This is an optimization exercise on Yosys and OpenROAD, whose aim is small area, a short achievable clock period and few clock cycles per item, not a production implementation. At most, simulation tests tie the RTL to the original design; equivalence was not proved. Power is estimated from default activity; no workload was simulated.

==> flow/design.v (excerpt) <==
module DMAC_TOP #(
  parameter integer C_S_AXI_CONTROL_ADDR_WIDTH = 12 ,
  parameter integer C_S_AXI_CONTROL_DATA_WIDTH = 32
)(
    input  wire                                    ap_clk,
    input  wire                                    ap_rstn,
    input  wire                                    s_axi_control_awvalid,
    output wire                                    s_axi_control_awready,
    input  wire [C_S_AXI_CONTROL_ADDR_WIDTH-1:0]   s_axi_control_awaddr ,
    input  wire                                    s_axi_control_wvalid ,
    output wire                                    s_axi_control_wready ,
    input  wire [C_S_AXI_CONTROL_DATA_WIDTH-1:0]   s_axi_control_wdata  ,
    input  wire [C_S_AXI_CONTROL_DATA_WIDTH/8-1:0] s_axi_control_wstrb  ,
    input  wire                                    s_axi_control_arvalid,
    output wire                                    s_axi_control_arready,
    input  wire [C_S_AXI_CONTROL_ADDR_WIDTH-1:0]   s_axi_control_araddr ,
    output wire                                    s_axi_control_rvalid ,
    input  wire                                    s_axi_control_rready ,
    output wire [C_S_AXI_CONTROL_DATA_WIDTH-1:0]   s_axi_control_rdata  ,
    output wire [2-1:0]                            s_axi_control_rresp  ,
    output wire                                    s_axi_control_bvalid ,
    input  wire                                    s_axi_control_bready ,
    output wire [2-1:0]                            s_axi_control_bresp  ,
    output  wire    [3:0]       m_axi_awid,
    output  wire    [31:0]      m_axi_awaddr,
    output  wire    [7:0]       m_axi_awlen,
    output  wire    [2:0]       m_axi_awsize,
    output  wire    [1:0]       m_axi_awburst,
    output  wire                m_axi_awvalid,
    input   wire                m_axi_awready,
    output  wire                m_axi_awlock,
    output  wire    [3:0]       m_axi_awcache,
    output  wire    [2:0]       m_axi_awprot,
    output  wire    [3:0]       m_axi_awqos,
    output  wire    [3:0]       m_axi_awregion,
    output  wire    [255:0]      m_axi_wdata,
    output  wire    [31:0]       m_axi_wstrb,
    output  wire                m_axi_wlast,
    output  wire                m_axi_wvalid,
    input   wire                m_axi_wready,
    input   wire    [3:0]       m_axi_bid,
    input   wire    [1:0]       m_axi_bresp,
    input   wire                m_axi_bvalid,
    output  wire                m_axi_bready,
    output  wire    [3:0]       m_axi_arid,
    output  wire    [31:0]      m_axi_araddr,
    output  wire    [7:0]       m_axi_arlen,
    output  wire    [2:0]       m_axi_arsize,
    output  wire    [1:0]       m_axi_arburst,
    output  wire                m_axi_arvalid,
    input   wire                m_axi_arready,
    output  wire                m_axi_arlock,
    output  wire    [3:0]       m_axi_arcache,
    output  wire    [2:0]       m_axi_arprot,
    output  wire    [3:0]       m_axi_arqos,
    output  wire    [3:0]       m_axi_arregion,
    input   wire    [3:0]       m_axi_rid,
    input   wire    [255:0]      m_axi_rdata,
    input   wire    [1:0]       m_axi_rresp,
    input   wire                m_axi_rlast,
    input   wire                m_axi_rvalid,
    output  wire                m_axi_rready
);
Size in the first run: roughly 1,500 cells after synthesis, ~160 flip-flops, about 810 I/O pins.
make LEC_CHECK=0 CAP_MARGIN=20 CORE_AREA='2 2 288 288' DIE_AREA='0 0 290 290' PLACE_DENSITY=0.6 SLEW_MARGIN=20 finish   # period 10.0 ns
run.sh (not shown) runs the stock make flow with config.mk's settings and CLKGATE_MAP_FILE= SYNTH_SCRIPT=/design/flow/synth_recipe.tcl, a recipe that flattens the netlist after the stock synthesis.
The first run finished with timing, DRC and antenna clean.
Testbench counts at the start, summed over its fixed seeds: cycles 8,784, beats 6,955.
Next try:
CORE_AREA = default   (was 2 2 288 288)
CORE_MARGIN = 2   (was default)
CORE_UTILIZATION = 40   (was default)
DIE_AREA = default   (was 0 0 290 290)
The changed run never finished: it broke off in I/O pin placement (3_2_place_iop) on PPL-0024.
Synthesized area does not change.
Synthesized cell count does not change.


Another version of the RTL of DMAC_TOP (not shown whole).
Size: ~1,500 cells after synthesis, about 180 flip-flops, about 810 I/O pins, roughly 12,000 um^2 of cells after synthesis.
Design DMAC_TOP, start of the top module:
module DMAC_TOP #(
  parameter integer C_S_AXI_CONTROL_ADDR_WIDTH = 12 ,
  parameter integer C_S_AXI_CONTROL_DATA_WIDTH = 32
)(
    input  wire                                    ap_clk,
    input  wire                                    ap_rstn,
    input  wire                                    s_axi_control_awvalid,
    output wire                                    s_axi_control_awready,
    input  wire [C_S_AXI_CONTROL_ADDR_WIDTH-1:0]   s_axi_control_awaddr ,
    input  wire                                    s_axi_control_wvalid ,
    output wire                                    s_axi_control_wready ,
    input  wire [C_S_AXI_CONTROL_DATA_WIDTH-1:0]   s_axi_control_wdata  ,
    input  wire [C_S_AXI_CONTROL_DATA_WIDTH/8-1:0] s_axi_control_wstrb  ,
    input  wire                                    s_axi_control_arvalid,
    output wire                                    s_axi_control_arready,
    input  wire [C_S_AXI_CONTROL_ADDR_WIDTH-1:0]   s_axi_control_araddr ,
    output wire                                    s_axi_control_rvalid ,
    input  wire                                    s_axi_control_rready ,
    output wire [C_S_AXI_CONTROL_DATA_WIDTH-1:0]   s_axi_control_rdata  ,
    output wire [2-1:0]                            s_axi_control_rresp  ,
    output wire                                    s_axi_control_bvalid ,
    input  wire                                    s_axi_control_bready ,
    output wire [2-1:0]                            s_axi_control_bresp  ,
    output  wire    [3:0]       m_axi_awid,
    output  wire    [31:0]      m_axi_awaddr,
    output  wire    [7:0]       m_axi_awlen,
    output  wire    [2:0]       m_axi_awsize,
    output  wire    [1:0]       m_axi_awburst,
    output  wire                m_axi_awvalid,
    input   wire                m_axi_awready,
    output  wire                m_axi_awlock,
    output  wire    [3:0]       m_axi_awcache,
    output  wire    [2:0]       m_axi_awprot,
    output  wire    [3:0]       m_axi_awqos,
    output  wire    [3:0]       m_axi_awregion,
    output  wire    [255:0]      m_axi_wdata,
    output  wire    [31:0]       m_axi_wstrb,
    output  wire                m_axi_wlast,
    output  wire                m_axi_wvalid,
    input   wire                m_axi_wready,
    input   wire    [3:0]       m_axi_bid,
    input   wire    [1:0]       m_axi_bresp,
    input   wire                m_axi_bvalid,
    output  wire                m_axi_bready,
    output  wire    [3:0]       m_axi_arid,
    output  wire    [31:0]      m_axi_araddr,
    output  wire    [7:0]       m_axi_arlen,
    output  wire    [2:0]       m_axi_arsize,
    output  wire    [1:0]       m_axi_arburst,
    output  wire                m_axi_arvalid,
    input   wire                m_axi_arready,
    output  wire                m_axi_arlock,
    output  wire    [3:0]       m_axi_arcache,
    output  wire    [2:0]       m_axi_arprot,
    output  wire    [3:0]       m_axi_arqos,
    output  wire    [3:0]       m_axi_arregion,
    input   wire    [3:0]       m_axi_rid,
    input   wire    [255:0]      m_axi_rdata,
    input   wire    [1:0]       m_axi_rresp,
    input   wire                m_axi_rlast,
    input   wire                m_axi_rvalid,
    output  wire                m_axi_rready
);
Settings: LEC_CHECK=0, CAP_MARGIN=20, CORE_AREA=2 2 278 278, DIE_AREA=0 0 280 280, PLACE_DENSITY=0.6, SLEW_MARGIN=20; clock period 10.0 ns.
standard.sh (not shown) runs the stock make flow with config.mk's settings and CLKGATE_MAP_FILE= SYNTH_SCRIPT=/design/flow/synth_recipe.tcl, a recipe that flattens the netlist after the stock synthesis.
==> flow/flow/run.sh <==
#!/bin/bash
# The standard layout (standard.sh: unchanged synthesis, floorplan, power grid and
# routing), with these settings changed:
#  - the port buffers that global placement inserts are buf_1 cells, not the
#    slow delay-buffer cell buffer_ports picks by default;
#  - clock tree synthesis uses clkbuf_4/clkbuf_8 and adds no dummy loads;
#  - the constant outputs share one tie cell per value instead of one each;
#  - timing repair aims for 6.0 ns of setup slack instead of 0, so it sizes and
#    buffers paths down toward the 4 ns that the port delays leave.
# The clock, its period and the I/O constraints are the standard flow's, untouched.
set -euo pipefail
export BUFFER_PORTS_ARGS="-buffer_cell sky130_fd_sc_hd__buf_1"
export CTS_ARGS="-sink_clustering_enable -repair_clock_nets -dont_use_dummy_load -buf_list {sky130_fd_sc_hd__clkbuf_4 sky130_fd_sc_hd__clkbuf_8}"
export SETUP_SLACK_MARGIN=6.0
export SKIP_REPAIR_TIE_FANOUT=1
bash standard.sh finish > standard.log 2>&1
The first run went through all stages and came out clean.
Testbench counts at the start, summed over its fixed seeds: cycles 9,168, beats 6,955.
Change:
Settings changed: CORE_AREA 2 2 278 278 to 2 2 288 288, DIE_AREA 0 0 280 280 to 0 0 290 290.
What happened: Global-route usage drops by 1.2 points; clock power goes down by about 4%; area after synthesis does not change; setup slack improves by 0.071 ns; combinational power is lower by about 2%; synthesized cell count stays the same; total power came out lower by about 1.3%; routed wire length is lower by about 4%; non-clock buffer count went down by 1.


v42:
DMAC_TOP again, from the RTL that the note above started with.
Settings: LEC_CHECK=0, CAP_MARGIN=20, CORE_AREA=2 2 288 288, DIE_AREA=0 0 290 290, PLACE_DENSITY=0.6, SLEW_MARGIN=20; clock period 10.0 ns.
==> flow/flow/run.sh <==
#!/bin/bash
# The standard layout (standard.sh: unchanged synthesis, floorplan, power grid and
# routing), with these settings changed:
#  - the port buffers that global placement inserts are buf_1 cells, not the
#    slow delay-buffer cell buffer_ports picks by default;
#  - clock tree synthesis uses clkbuf_4/clkbuf_8 and adds no dummy loads;
#  - the constant outputs share one tie cell per value instead of one each;
#  - timing repair aims for 6.1 ns of setup slack instead of 0, so it sizes and
#    buffers paths down toward the 4 ns that the port delays leave.
# The clock, its period and the I/O constraints are the standard flow's, untouched.
set -euo pipefail
export BUFFER_PORTS_ARGS="-buffer_cell sky130_fd_sc_hd__buf_1"
export CTS_ARGS="-sink_clustering_enable -repair_clock_nets -dont_use_dummy_load -buf_list {sky130_fd_sc_hd__clkbuf_4 sky130_fd_sc_hd__clkbuf_8}"
export SETUP_SLACK_MARGIN=6.1
export SKIP_REPAIR_TIE_FANOUT=1
bash standard.sh finish > standard.log 2>&1
Testbench counts of v42, summed over its fixed seeds: cycles 9,168, beats 6,955.
Here is what was changed in the inputs of v50 compared with v42.
==> flow/flow/run.sh <==
#!/bin/bash
# The standard layout (standard.sh: unchanged synthesis, floorplan, power grid and
# routing), with these settings changed:
#  - the port buffers that global placement inserts are buf_1 cells, not the
#    slow delay-buffer cell buffer_ports picks by default;
#  - clock tree synthesis uses clkbuf_4/clkbuf_8 and adds no dummy loads;
#  - timing repair aims for 6.0 ns of setup slack instead of 0, so it sizes and
#    buffers paths down toward the 4 ns that the port delays leave.
# The clock, its period and the I/O constraints are the standard flow's, untouched.
set -euo pipefail
export BUFFER_PORTS_ARGS="-buffer_cell sky130_fd_sc_hd__buf_1"
export CTS_ARGS="-sink_clustering_enable -repair_clock_nets -dont_use_dummy_load -buf_list {sky130_fd_sc_hd__clkbuf_4 sky130_fd_sc_hd__clkbuf_8}"
export SETUP_SLACK_MARGIN=6.0
bash standard.sh finish > standard.log 2>&1
Notes after the runs:
v42 → v50: length in cells of the worst reg-to-reg path up 2, fmax flat, synthesis-to-layout area growth up 2.6 points.
Relative to v42, the instance count after placement with tap cells included of v50 is higher by 94.
On average via count per standard cell, the higher figure sits with v42, not v50.
v50 has less setup slack than v42.
Between v50 and v42, the worst vdd rail ir drop does not differ in any meaningful way.
--- input diff v50..v11 ---
Settings: a change of PLACE_DENSITY from 0.6 to 0.8.
==> flow/flow/run.sh <==
#!/bin/bash
# The standard layout (standard.sh: unchanged synthesis, floorplan, power grid and
# routing), with these settings changed:
#  - the port buffers that global placement inserts are buf_1 cells, not the
#    slow delay-buffer cell buffer_ports picks by default;
#  - clock tree synthesis uses clkbuf_4/clkbuf_8 and adds no dummy loads;
#  - the constant outputs share one tie cell per value instead of one each;
#  - timing repair aims for 6.0 ns of setup slack instead of 0, so it sizes and
#    buffers paths down toward the 4 ns that the port delays leave.
# The clock, its period and the I/O constraints are the standard flow's, untouched.
set -euo pipefail
export BUFFER_PORTS_ARGS="-buffer_cell sky130_fd_sc_hd__buf_1"
export CTS_ARGS="-sink_clustering_enable -repair_clock_nets -dont_use_dummy_load -buf_list {sky130_fd_sc_hd__clkbuf_4 sky130_fd_sc_hd__clkbuf_8}"
export SETUP_SLACK_MARGIN=6.0
export SKIP_REPAIR_TIE_FANOUT=1
bash standard.sh finish > standard.log 2>&1
- The final period utilization was comparable across v11 and v50.
- Between v50 and v11, the flow reports final cell count decreasing by a few percent.
- Sort v11 and v50 by worst hold margin, ascending, and v11 comes first.
- In terms of maximum clock frequency, v50 and v11 differ only marginally.
- [compare] base=v50 new=v11: register share of the cell area higher; power density of the placed cells higher.
- Relative to v50, sequential group share of total power decreased by 0.4 points in v11.
- Against v50, total number of multi-input combinational cells in v11 fell by more than 10%.
- Cmp v11 and v50 / global router's overall resource usage / higher: v11
- Clock network power share for v11 is higher than for v50.


Another version of the RTL of DMAC_TOP (not shown whole).
For scale: roughly 1500 cells after synthesis, ~810 I/O pins.
export LEC_CHECK = 0
export CAP_MARGIN = 20
export CORE_AREA = 2 2 288 288
export DIE_AREA = 0 0 290 290
export PLACE_DENSITY = 0.6
export SLEW_MARGIN = 20
create_clock -name core_clock -period 10.0 [get_ports {ap_clk}]
==> flow/flow/run.sh <==
#!/bin/bash
# The standard layout (standard.sh: unchanged synthesis, floorplan, power grid and
# routing), with these settings changed:
#  - the port buffers that global placement inserts are buf_1 cells, not the
#    slow delay-buffer cell buffer_ports picks by default;
#  - clock tree synthesis uses clkbuf_4/clkbuf_8 and adds no dummy loads;
#  - timing repair aims for 6.0 ns of setup slack instead of 0, so it sizes and
#    buffers paths down toward the 4 ns that the port delays leave.
# The clock, its period and the I/O constraints are the standard flow's, untouched.
set -euo pipefail
export BUFFER_PORTS_ARGS="-buffer_cell sky130_fd_sc_hd__buf_1"
export CTS_ARGS="-sink_clustering_enable -repair_clock_nets -dont_use_dummy_load -buf_list {sky130_fd_sc_hd__clkbuf_4 sky130_fd_sc_hd__clkbuf_8}"
export SETUP_SLACK_MARGIN=6.0
bash standard.sh finish > standard.log 2>&1
Change:
==> flow/flow/run.sh (replaced) <==
#!/bin/bash
# The standard layout (standard.sh: unchanged synthesis, floorplan, power grid and
# routing), with these settings changed:
#  - the port buffers that global placement inserts are buf_1 cells, not the
#    slow delay-buffer cell buffer_ports picks by default;
#  - clock tree synthesis uses clkbuf_4/clkbuf_8, clusters of at most 10 sinks within 50 um, and adds no dummy loads;
#  - timing repair aims for 6.0 ns of setup slack instead of 0, so it sizes and
#    buffers paths down toward the 4 ns that the port delays leave.
# The clock, its period and the I/O constraints are the standard flow's, untouched.
set -euo pipefail
export BUFFER_PORTS_ARGS="-buffer_cell sky130_fd_sc_hd__buf_1"
export CTS_ARGS="-sink_clustering_enable -sink_clustering_size 10 -sink_clustering_max_diameter 50 -repair_clock_nets -dont_use_dummy_load -buf_list {sky130_fd_sc_hd__clkbuf_4 sky130_fd_sc_hd__clkbuf_8}"
export SETUP_SLACK_MARGIN=6.0
bash standard.sh finish > standard.log 2>&1
After rerunning: Critical path depth is unchanged; via count stays the same; die area is unchanged; synthesized area is unchanged; hold slack stays the same; clock skew is unchanged.
Change:
==> flow/flow/run.sh (replaced) <==
#!/bin/bash
# The standard layout (standard.sh: unchanged synthesis, floorplan, power grid and
# routing), with these settings changed:
#  - the port buffers that global placement inserts are buf_1 cells, not the
#    slow delay-buffer cell buffer_ports picks by default;
#  - clock tree synthesis uses clkbuf_4/clkbuf_8 and adds no dummy loads;
#  - the constant outputs share one tie cell per value instead of one each;
#  - timing repair aims for 6.0 ns of setup slack instead of 0, so it sizes and
#    buffers paths down toward the 4 ns that the port delays leave.
# The clock, its period and the I/O constraints are the standard flow's, untouched.
set -euo pipefail
export BUFFER_PORTS_ARGS="-buffer_cell sky130_fd_sc_hd__buf_1"
export CTS_ARGS="-sink_clustering_enable -repair_clock_nets -dont_use_dummy_load -buf_list {sky130_fd_sc_hd__clkbuf_4 sky130_fd_sc_hd__clkbuf_8}"
export SETUP_SLACK_MARGIN=6.0
export SKIP_REPAIR_TIE_FANOUT=1
bash standard.sh finish > standard.log 2>&1
Effect: The changed run finished with timing, DRC and antenna clean; maximum frequency hardly moves; cell count decreases by 4.1%; power barely changes; die area does not change; synthesized cell count stays the same; critical path depth does not change; global-route usage went down by 0.49 points; non-clock buffer count drops by 2.
Change:
==> flow/flow/run.sh (replaced) <==
#!/bin/bash
# The standard layout (standard.sh: unchanged synthesis, floorplan, power grid and
# routing), with these settings changed:
#  - the port buffers that global placement inserts are buf_1 cells, not the
#    slow delay-buffer cell buffer_ports picks by default;
#  - clock tree synthesis uses clkbuf_4/clkbuf_8 and adds no dummy loads;
#  - timing repair aims for 5.9 ns of setup slack instead of 0, so it sizes and
#    buffers paths down toward the 4 ns that the port delays leave.
# The clock, its period and the I/O constraints are the standard flow's, untouched.
set -euo pipefail
export BUFFER_PORTS_ARGS="-buffer_cell sky130_fd_sc_hd__buf_1"
export CTS_ARGS="-sink_clustering_enable -repair_clock_nets -dont_use_dummy_load -buf_list {sky130_fd_sc_hd__clkbuf_4 sky130_fd_sc_hd__clkbuf_8}"
export SETUP_SLACK_MARGIN=5.9
bash standard.sh finish > standard.log 2>&1
Effect:
- register-to-register slack gets better by 0.06 ns
- routed wire length climbs by 6.2%
- synthesized cell count is unchanged
- fmax barely changes
- design area rises by 3.2%
- hold slack loses 0.011 ns
- first-iteration DRC count rises by 0.53%
- combinational power shrinks by about 1%
- worst setup slack barely changes
No run of this note included a check of the RTL's function; only the layout flow was run.

==> re-timing with driven ports <==
Ports are ideal in the flow. The routed layouts listed here were re-timed in OpenROAD. Step 1 assumes that a clkbuf_16 drives the clock port and a buf_2 every other input. Step 2 also shifts input and output timing later by t, the mid clock arrival at the registers, as if the neighbouring blocks saw the same clock. Three values: ideal, step 1, step 2; two values: the first two.
run	t, ns	setup WS [ns]	worst data-port slew with drivers (ns)	cell pins on the clock port's net
the first run of note 1	0.494	3.950 / 3.907 / 4.401	0.15	1
the first run of note 2	0.538	5.895 / 5.839 / 5.649	0.27	1
the second run of note 2	0.556	5.966 / 5.851 / 5.673	0.21	1
v42	0.554	5.997 / 5.851 / 5.737	0.21	1
v50	0.553	5.989 / 5.875 / 5.710	0.17	1
v11	0.541	5.990 / 5.883 / 5.792	0.16	1
the first run of note 4	0.558	5.998 / 5.878 / 5.622	0.17	1
the second run of note 4	0.558	5.998 / 5.878 / 5.622	0.17	1
the third run of note 4	0.547	5.997 / 5.867 / 5.703	0.19	1
the fourth run of note 4	0.559	5.998 / 5.878 / 5.506	0.17	1
After both steps every run listed still meets setup and hold. The setup slack of the fourth run of note 4, which loses most, moves by -0.120 ns with the drivers and by -0.492 ns with both steps.
